This design comes from an exercise in tuning for small area on the open sky130 flow, not from production work. Function was checked by simulation only, so behaviour that the tests miss may differ from the original. Power figures rest on the tool's default switching activity, not on a simulated workload. No driver is modelled on the clock port, so clocking that relies on it looks cheaper here than on a real chip.

build 17:
Design cam, start of the top module:
module cam #(parameter WIDTH = 32, parameter ADDR_WIDTH = 5)
  (
   input                         clk_i,
   input                         rst_i,
   input                         read_enable_i,
   input  [ADDR_WIDTH - 1 : 0]   read_index_i,
   input                         write_enable_i,
   input  [ADDR_WIDTH - 1 : 0]   write_index_i,
   input  [WIDTH - 1 : 0]        write_data_i,
   input                         search_enable_i,
   input  [WIDTH - 1 : 0]        search_data_i,
   output logic                  read_valid_o,
   output logic [WIDTH - 1 : 0]  read_value_o,
   output logic                  search_valid_o,
   output logic [ADDR_WIDTH - 1 : 0] search_index_o
   );
   localparam DEPTH = 1 << ADDR_WIDTH;
   logic [DEPTH - 1 : 0][WIDTH - 1 : 0] mem;
   logic [WIDTH - 1 : 0][DEPTH - 1 : 0] mem_t;
   logic [DEPTH - 1 : 0] valid;
   logic [DEPTH - 1 : 0] wen;
   logic [DEPTH - 1 : 0] rsel;
   logic [DEPTH - 1 : 0] match;
   generate
      for (genvar j = 0; j < DEPTH; j++) begin : g_row
         assign wen[j] = write_enable_i & (write_index_i == j);
  ...
==> flow/config.mk <==
export PLATFORM = sky130hd
export DESIGN_NAME = cam
export DESIGN_NICKNAME = cam
export VERILOG_FILES = /design/flow/design.v
export SDC_FILE = /design/flow/constraint.sdc
export NUM_CORES = 4
export LEC_CHECK = 0
export CAP_MARGIN = 0
export CORE_MARGIN = 2
export CORE_UTILIZATION = 60
export CTS_BUF_LIST = sky130_fd_sc_hd__clkbuf_8
export CTS_CLUSTER_DIAMETER = 50
export CTS_CLUSTER_SIZE = 16
export SETUP_SLACK_MARGIN = 0.3
export SLEW_MARGIN = 0
export SYNTH_HIERARCHICAL = 1
export SYNTH_MINIMUM_KEEP_SIZE = 0
==> flow/constraint.sdc <==
create_clock -name core_clock -period 10.0 [get_ports {clk_i}]
set_input_delay 2.0000 -clock core_clock [delete_from_list [all_inputs] [get_ports {clk_i}]]
set_output_delay 2.0000 -clock core_clock [all_outputs]
set_load 0.01 [all_outputs]
run.sh (not shown) runs the stock make flow with config.mk's settings and CLKGATE_MAP_FILE= SYNTH_SCRIPT=/design/flow/synth_recipe.tcl, a recipe that flattens the netlist after the stock synthesis.
Build 17 went all the way through the flow, and no timing, DRC or antenna check failed.
Setup changes, build 17 to build 58
==> flow/flow/run.sh (new file) <==
#!/bin/bash
# Own flow: the standard layout (standard.sh), with these changes:
#  - the port buffers are sky130 buf_2 cells instead of the resizer's default
#  - clock tree: larger sink clusters on clkbuf_16, no dummy loads
#  - power recovery after global routing downsizes cells with slack to spare
# Each step's full output goes to the ORFS logs under orfs/logs/, and
# standard.sh's own output to standard.log in this folder.
set -euo pipefail
export BUFFER_PORTS_ARGS="-buffer_cell sky130_fd_sc_hd__buf_2"
export CTS_ARGS="-sink_clustering_enable -repair_clock_nets -sink_clustering_size 28 -sink_clustering_max_diameter 80 -buf_list sky130_fd_sc_hd__clkbuf_16 -dont_use_dummy_load"
export RECOVER_POWER=100
bash standard.sh finish > standard.log 2>&1
==> flow/standard.sh (new file) <==
#!/bin/bash
# synth_recipe.tcl (not shown) runs the flow's synth.tcl, then flattens the netlist and writes it again
# the make line also repeats each setting of config.mk as NAME=value (left out here)
make -C /OpenROAD-flow-scripts/flow DESIGN_CONFIG=/design/flow/config.mk WORK_HOME=/design/flow/orfs CLKGATE_MAP_FILE= SYNTH_SCRIPT=/design/flow/synth_recipe.tcl "${@:-finish}"
diff --git a/flow/config.mk b/flow/config.mk
--- a/flow/config.mk
+++ b/flow/config.mk
@@ -9,7 +9,4 @@
 export CORE_MARGIN = 2
 export CORE_UTILIZATION = 60
-export CTS_BUF_LIST = sky130_fd_sc_hd__clkbuf_8
-export CTS_CLUSTER_DIAMETER = 50
-export CTS_CLUSTER_SIZE = 16
 export SETUP_SLACK_MARGIN = 0.3
 export SLEW_MARGIN = 0
removed: flow/run.sh
Results
FAIL: build 58; every other run in build 17 and build 58 is clean. Complete run, failing final checks: build 58, reason max-capacitance violations, max-slew violations. On final-layout clock buffer total: between build 17 and build 58, it ends up lower for build 58. For tapcell count, build 17 and build 58 come out practically identical. Against build 17, the final cell area of build 58 is lower. Diff build 17 -> build 58: synthesized cell count saw little to no change, wire length of the first global-routing pass saw a decrease, total number of vias saw a decrease. Cmp build 58 vs build 17: worst setup slack lower in build 58. Between build 17 and build 58, the flow reports clock power decreasing by more than a quarter.
Inputs modified between build 58 and build 86:
==> flow/flow/run.sh <==
#!/bin/bash
# Own flow: the standard layout (standard.sh), with these changes:
#  - the port buffers are sky130 buf_1 cells instead of the resizer's default
#  - clock tree: larger sink clusters on clkbuf_16, no dummy loads
# Each step's full output goes to the ORFS logs under orfs/logs/, and
# standard.sh's own output to standard.log in this folder.
set -euo pipefail
export BUFFER_PORTS_ARGS="-buffer_cell sky130_fd_sc_hd__buf_1"
export CTS_ARGS="-sink_clustering_enable -repair_clock_nets -sink_clustering_size 28 -sink_clustering_max_diameter 80 -buf_list sky130_fd_sc_hd__clkbuf_16 -dont_use_dummy_load"
bash standard.sh finish > standard.log 2>&1
### Flow results
- Build 86 went all the way through synthesis, placement and routing and the layout is clean on timing, DRC and antenna.
- Diff build 58 -> build 86: standby leakage power now sits higher; global routing usage summed across all routing layers now sits lower; arrival time of the worst setup path decreased 0.99 ns; sequential power held.
- Build 58 → build 86: clock-pin slew reported for the worst setup and hold paths after clock tree synthesis roughly the same; final area rose by 0.80%; biggest cell delay along the critical path down 0.51 ns; wire length on met1 lost 610 um; slew at the pin closest to its max-slew limit now smaller.
- Lower final cell count was reported by build 58, not build 86.
Modified inputs, build 19 compared to build 86
==> flow/flow/run.sh <==
#!/bin/bash
# Own flow: the standard layout (standard.sh), with these changes:
#  - the port buffers are sky130 buf_2 cells instead of the resizer's default
#  - clock tree: larger sink clusters on clkbuf_16, no dummy loads
# Each step's full output goes to the ORFS logs under orfs/logs/, and
# standard.sh's own output to standard.log in this folder.
set -euo pipefail
export BUFFER_PORTS_ARGS="-buffer_cell sky130_fd_sc_hd__buf_2"
export CTS_ARGS="-sink_clustering_enable -repair_clock_nets -sink_clustering_size 30 -sink_clustering_max_diameter 90 -buf_list sky130_fd_sc_hd__clkbuf_16 -dont_use_dummy_load"
bash standard.sh finish > standard.log 2>&1
==> notes.md <==
Build 19 vs build 86 — design area dropped about 0.56%. On headroom to the max-slew limit: build 19 sits above build 86. Row share of the clock period used by the worst path: build 19 lower / build 86 higher. Diff build 86 -> build 19: max-capacitance violation count essentially unchanged; fmax essentially unchanged; routed wire length increased about 1.6%.

* * *

The RTL this note starts from:
==> flow/design.v <==
module aoi222 (input a1, a2, b1, b2, c1, c2, output y);
   assign y = ~((a1 & a2) | (b1 & b2) | (c1 & c2));
endmodule
module ao221 (input a1, a2, b1, b2, c, output y);
   assign y = (a1 & a2) | (b1 & b2) | c;
endmodule
module read_col (input [31:0] sel, input [31:0] d, output y);
   logic [9:0] t;
   logic [2:0] u;
   for (genvar k = 0; k < 10; k++) begin : g_t
      aoi222 u_t (.a1(sel[3*k]), .a2(d[3*k]), .b1(sel[3*k+1]), .b2(d[3*k+1]),
                  .c1(sel[3*k+2]), .c2(d[3*k+2]), .y(t[k]));
   end
   assign u[0] = ~&t[3:0];
   assign u[1] = ~&t[7:4];
   assign u[2] = ~&t[9:8];
   ao221 u_last (.a1(sel[30]), .a2(d[30]), .b1(sel[31]), .b2(d[31]), .c(|u), .y(y));
endmodule
module row_match (input [31:0] q, input [31:0] s, input v, output m);
   assign m = v & (q == s);
endmodule
module cam #(parameter WIDTH = 32, parameter ADDR_WIDTH = 5)
  (
   input                         clk_i,
   input                         rst_i,
   input                         read_enable_i,
   input  [ADDR_WIDTH - 1 : 0]   read_index_i,
   input                         write_enable_i,
   input  [ADDR_WIDTH - 1 : 0]   write_index_i,
   input  [WIDTH - 1 : 0]        write_data_i,
   input                         search_enable_i,
   input  [WIDTH - 1 : 0]        search_data_i,
   output logic                  read_valid_o,
   output logic [WIDTH - 1 : 0]  read_value_o,
   output logic                  search_valid_o,
   output logic [ADDR_WIDTH - 1 : 0] search_index_o
   );
   localparam DEPTH = 1 << ADDR_WIDTH;
   logic [DEPTH - 1 : 0][WIDTH - 1 : 0] mem;
   logic [WIDTH - 1 : 0][DEPTH - 1 : 0] mem_t;
   logic [DEPTH - 1 : 0] valid;
   logic [DEPTH - 1 : 0] wen;
   logic [DEPTH - 1 : 0] rsel;
   logic [DEPTH - 1 : 0] match;
   generate
      for (genvar j = 0; j < DEPTH; j++) begin : g_row
         assign wen[j] = write_enable_i & (write_index_i == j);
         always_ff @(posedge clk_i)
           if (wen[j]) mem[j] <= write_data_i;
         always_ff @(posedge clk_i)
           if (rst_i) valid[j] <= 1'b0;
           else if (wen[j]) valid[j] <= 1'b1;
         assign rsel[j]  = (read_index_i == j);
         row_match u_match (.q(mem[j]), .s(search_data_i), .v(valid[j]), .m(match[j]));
         for (genvar b = 0; b < WIDTH; b++) begin : g_t
            assign mem_t[b][j] = mem[j][b];
         end
      end
      for (genvar b = 0; b < WIDTH; b++) begin : g_col
         read_col u_col (.sel(rsel), .d(mem_t[b]), .y(read_value_o[b]));
      end
   endgenerate
   assign read_valid_o = |(rsel & valid);
   always_comb begin
      search_valid_o = search_enable_i & (|match);
      search_index_o = '0;
      for (int j = DEPTH - 1; j >= 0; j--)
        if (match[j]) search_index_o = j[ADDR_WIDTH - 1 : 0];
   end
endmodule
clock: 10.0 ns
lec_check: 0
cap_margin: 0
core_margin: 2
core_utilization: 67
setup_slack_margin: 0.3
slew_margin: 0
synth_hierarchical: 1
synth_minimum_keep_size: 0
standard.sh (not shown) runs the stock make flow with config.mk's settings and CLKGATE_MAP_FILE= SYNTH_SCRIPT=/design/flow/synth_recipe.tcl, a recipe that flattens the netlist after the stock synthesis.
==> flow/flow/run.sh <==
#!/bin/bash
# Own flow: the standard layout (standard.sh), with these changes:
#  - the port buffers are sky130 buf_2 cells instead of the resizer's default
#  - clock tree: larger sink clusters on clkbuf_16, no dummy loads
# Each step's full output goes to the ORFS logs under orfs/logs/, and
# standard.sh's own output to standard.log in this folder.
set -euo pipefail
export BUFFER_PORTS_ARGS="-buffer_cell sky130_fd_sc_hd__buf_2"
export CTS_ARGS="-sink_clustering_enable -repair_clock_nets -sink_clustering_size 34 -sink_clustering_max_diameter 70 -buf_list sky130_fd_sc_hd__clkbuf_16 -dont_use_dummy_load"
bash standard.sh finish > standard.log 2>&1
The first run completed with no timing, DRC or antenna violations.
Then changed:
--- a/flow/flow/run.sh
+++ b/flow/flow/run.sh
@@ -9 +9 @@
-export CTS_ARGS="-sink_clustering_enable -repair_clock_nets -sink_clustering_size 34 -sink_clustering_max_diameter 70 -buf_list sky130_fd_sc_hd__clkbuf_16 -dont_use_dummy_load"
+export CTS_ARGS="-sink_clustering_enable -repair_clock_nets -sink_clustering_size 30 -sink_clustering_max_diameter 90 -buf_list sky130_fd_sc_hd__clkbuf_16 -dont_use_dummy_load"
Outcome: Cell count hardly moves. Global-route usage went down by 0.16 points. Fmax came out lower slightly. Die area is unchanged. Routed wire length stays flat. Sequential power is about the same. Core utilization shrinks by 0.29 points.
Then changed:
--- a/flow/flow/run.sh
+++ b/flow/flow/run.sh
@@ -9 +9 @@
-export CTS_ARGS="-sink_clustering_enable -repair_clock_nets -sink_clustering_size 30 -sink_clustering_max_diameter 90 -buf_list sky130_fd_sc_hd__clkbuf_16 -dont_use_dummy_load"
+export CTS_ARGS="-sink_clustering_enable -repair_clock_nets -sink_clustering_size 28 -sink_clustering_max_diameter 80 -buf_list sky130_fd_sc_hd__clkbuf_16 -dont_use_dummy_load"
Settings changed: CORE_UTILIZATION 67 to 60.
=> The changed run finished with timing, DRC and antenna clean. Setup slack is better by 83 ps. Synthesized cell count does not change. Final area rose by 0.77%. Non-clock buffer count rose by 8. Combinational power rose by about 1%. Hold slack hardly moves. Clock-buffer cell count rose by 8.
Then changed:
==> flow/run.sh (new file) <==
#!/bin/bash
# synth_recipe.tcl (not shown) runs the flow's synth.tcl, then flattens the netlist and writes it again
# the make line also repeats each setting of config.mk as NAME=value (left out here)
make -C /OpenROAD-flow-scripts/flow DESIGN_CONFIG=/design/flow/config.mk WORK_HOME=/design/flow/orfs CLKGATE_MAP_FILE= SYNTH_SCRIPT=/design/flow/synth_recipe.tcl finish
Settings changed: CTS_BUF_LIST from default to sky130_fd_sc_hd__clkbuf_16, CTS_CLUSTER_DIAMETER from default to 80, CTS_CLUSTER_SIZE from default to 28.
removed: flow/flow/run.sh
removed: flow/standard.sh
After rerunning: Worst setup slack degrades by 500 ps. Core utilization increases by 1.2 points. Die area is unchanged. Total power grows by a few percent. Cell area grows slightly. Sequential power stays flat. Sequential cell count is unchanged. Critical path depth is unchanged. Count of clock-buffer cells in the layout increases by 3. Clock skew is unchanged.

* * *

Setup of alpha:
cam, a different RTL version from the one above (not shown whole).
==> flow/design.v (excerpt) <==
module cam #(parameter WIDTH = 32, parameter ADDR_WIDTH = 5)
  (
   input                         clk_i,
   input                         rst_i,
   input                         read_enable_i,
   input  [ADDR_WIDTH - 1 : 0]   read_index_i,
   input                         write_enable_i,
   input  [ADDR_WIDTH - 1 : 0]   write_index_i,
   input  [WIDTH - 1 : 0]        write_data_i,
   input                         search_enable_i,
   input  [WIDTH - 1 : 0]        search_data_i,
   output logic                  read_valid_o,
   output logic [WIDTH - 1 : 0]  read_value_o,
   output logic                  search_valid_o,
   output logic [ADDR_WIDTH - 1 : 0] search_index_o
   );
export LEC_CHECK = 0
export CAP_MARGIN = 0
export CORE_MARGIN = 2
export CORE_UTILIZATION = 75
export SETUP_SLACK_MARGIN = 0.3
export SLEW_MARGIN = 0
export SYNTH_HIERARCHICAL = 1
export SYNTH_MINIMUM_KEEP_SIZE = 0
create_clock -name core_clock -period 10.0 [get_ports {clk_i}]
==> flow/flow/run.sh <==
#!/bin/bash
# Own flow: the standard layout (standard.sh), with these changes:
#  - the port buffers are sky130 buf_2 cells instead of the resizer's default
#  - clock tree: larger sink clusters on clkbuf_16, no dummy loads
# Each step's full output goes to the ORFS logs under orfs/logs/, and
# standard.sh's own output to standard.log in this folder.
set -euo pipefail
export BUFFER_PORTS_ARGS="-buffer_cell sky130_fd_sc_hd__buf_2"
export CTS_ARGS="-sink_clustering_enable -repair_clock_nets -sink_clustering_size 30 -sink_clustering_max_diameter 90 -buf_list sky130_fd_sc_hd__clkbuf_16 -dont_use_dummy_load"
bash standard.sh finish > standard.log 2>&1
--- input diff alpha..beta ---
Settings: swapping 75 for 67 in CORE_UTILIZATION.
Findings:
beta ran to completion and came out clean on the timing, DRC and antenna checks.
Per the comparison of beta with alpha, global-route usage over all layers fell by 3.8 points; area of all placed cells without fillers stayed essentially flat; worst path arrival time fell by 230 ps; post-route minimum period fell by 230 ps.
Delta (beta minus alpha): number of cells traversed by the worst hold path shows no meaningful change; horizontal die dimension went up 5.7%; overall die height up 5.7%.
Sum of routed wire length over all layers: beta > alpha

[afterwards: timing with drivers on the ports]
In the flow no input, the clock included, has a driving cell. The finished layouts below were timed again as built, in two steps. Step 1, drivers: a clkbuf_16 drives clk_i and a buf_2 each remaining input, both assumed. Step 2 moves the port delays by t, midway between the first and last clock arrival at a register: inputs arrive t later, outputs are due t later. That takes back most of the time a late clock gives input paths. a / b / c = no drivers / after step 1 / after step 2; a / b = the first two.
run | t, ns | setup slack, ns | worst hold slack (ns) | clock arrival spread, ns | slew at the worst register clock pin (ns) | max-slew violations
build 17 | 0.823 | 1.620 / 1.596 / 1.596 | 0.521 / 0.521 / 0.521 | 0.042 / 0.042 | 0.10 / 0.10 | 0 / 0
build 58 | 0.695 | 1.023 / 0.989 / 0.989 | 0.512 / 0.512 / 0.512 | 0.087 / 0.086 | 0.11 / 0.11 | 2133 / 2165
build 86 | 0.695 | 2.014 / 1.984 / 1.984 | 0.509 / 0.509 / 0.509 | 0.059 / 0.059 | 0.11 / 0.11 | 0 / 0
build 19 | 0.702 | 2.033 / 2.007 / 2.007 | 0.511 / 0.511 / 0.511 | 0.040 / 0.039 | 0.12 / 0.12 | 0 / 0
the first run of note 2 | 0.700 | 1.993 / 1.970 / 1.970 | 0.508 / 0.508 / 0.508 | 0.075 / 0.074 | 0.12 / 0.12 | 0 / 0
the second run of note 2 | 0.681 | 1.965 / 1.942 / 1.942 | 0.515 / 0.515 / 0.515 | 0.055 / 0.056 | 0.11 / 0.11 | 0 / 0
the third run of note 2 | 0.694 | 2.048 / 2.017 / 2.017 | 0.515 / 0.515 / 0.515 | 0.076 / 0.075 | 0.11 / 0.11 | 0 / 0
the fourth run of note 2 | 0.712 | 1.553 / 1.529 / 1.529 | 0.527 / 0.527 / 0.527 | 0.037 / 0.036 | 0.11 / 0.11 | 0 / 0
alpha | 0.683 | 2.090 / 2.066 / 2.066 | 0.512 / 0.512 / 0.512 | 0.027 / 0.027 | 0.11 / 0.11 | 0 / 0
beta | 0.697 | 2.322 / 2.298 / 2.298 | 0.510 / 0.510 / 0.510 | 0.046 / 0.046 | 0.12 / 0.12 | 0 / 0
With drivers on, slew violations rise in build 58. For build 58, which loses most, drivers alone change the setup slack by -0.034 ns; drivers and shift together by -0.034 ns.
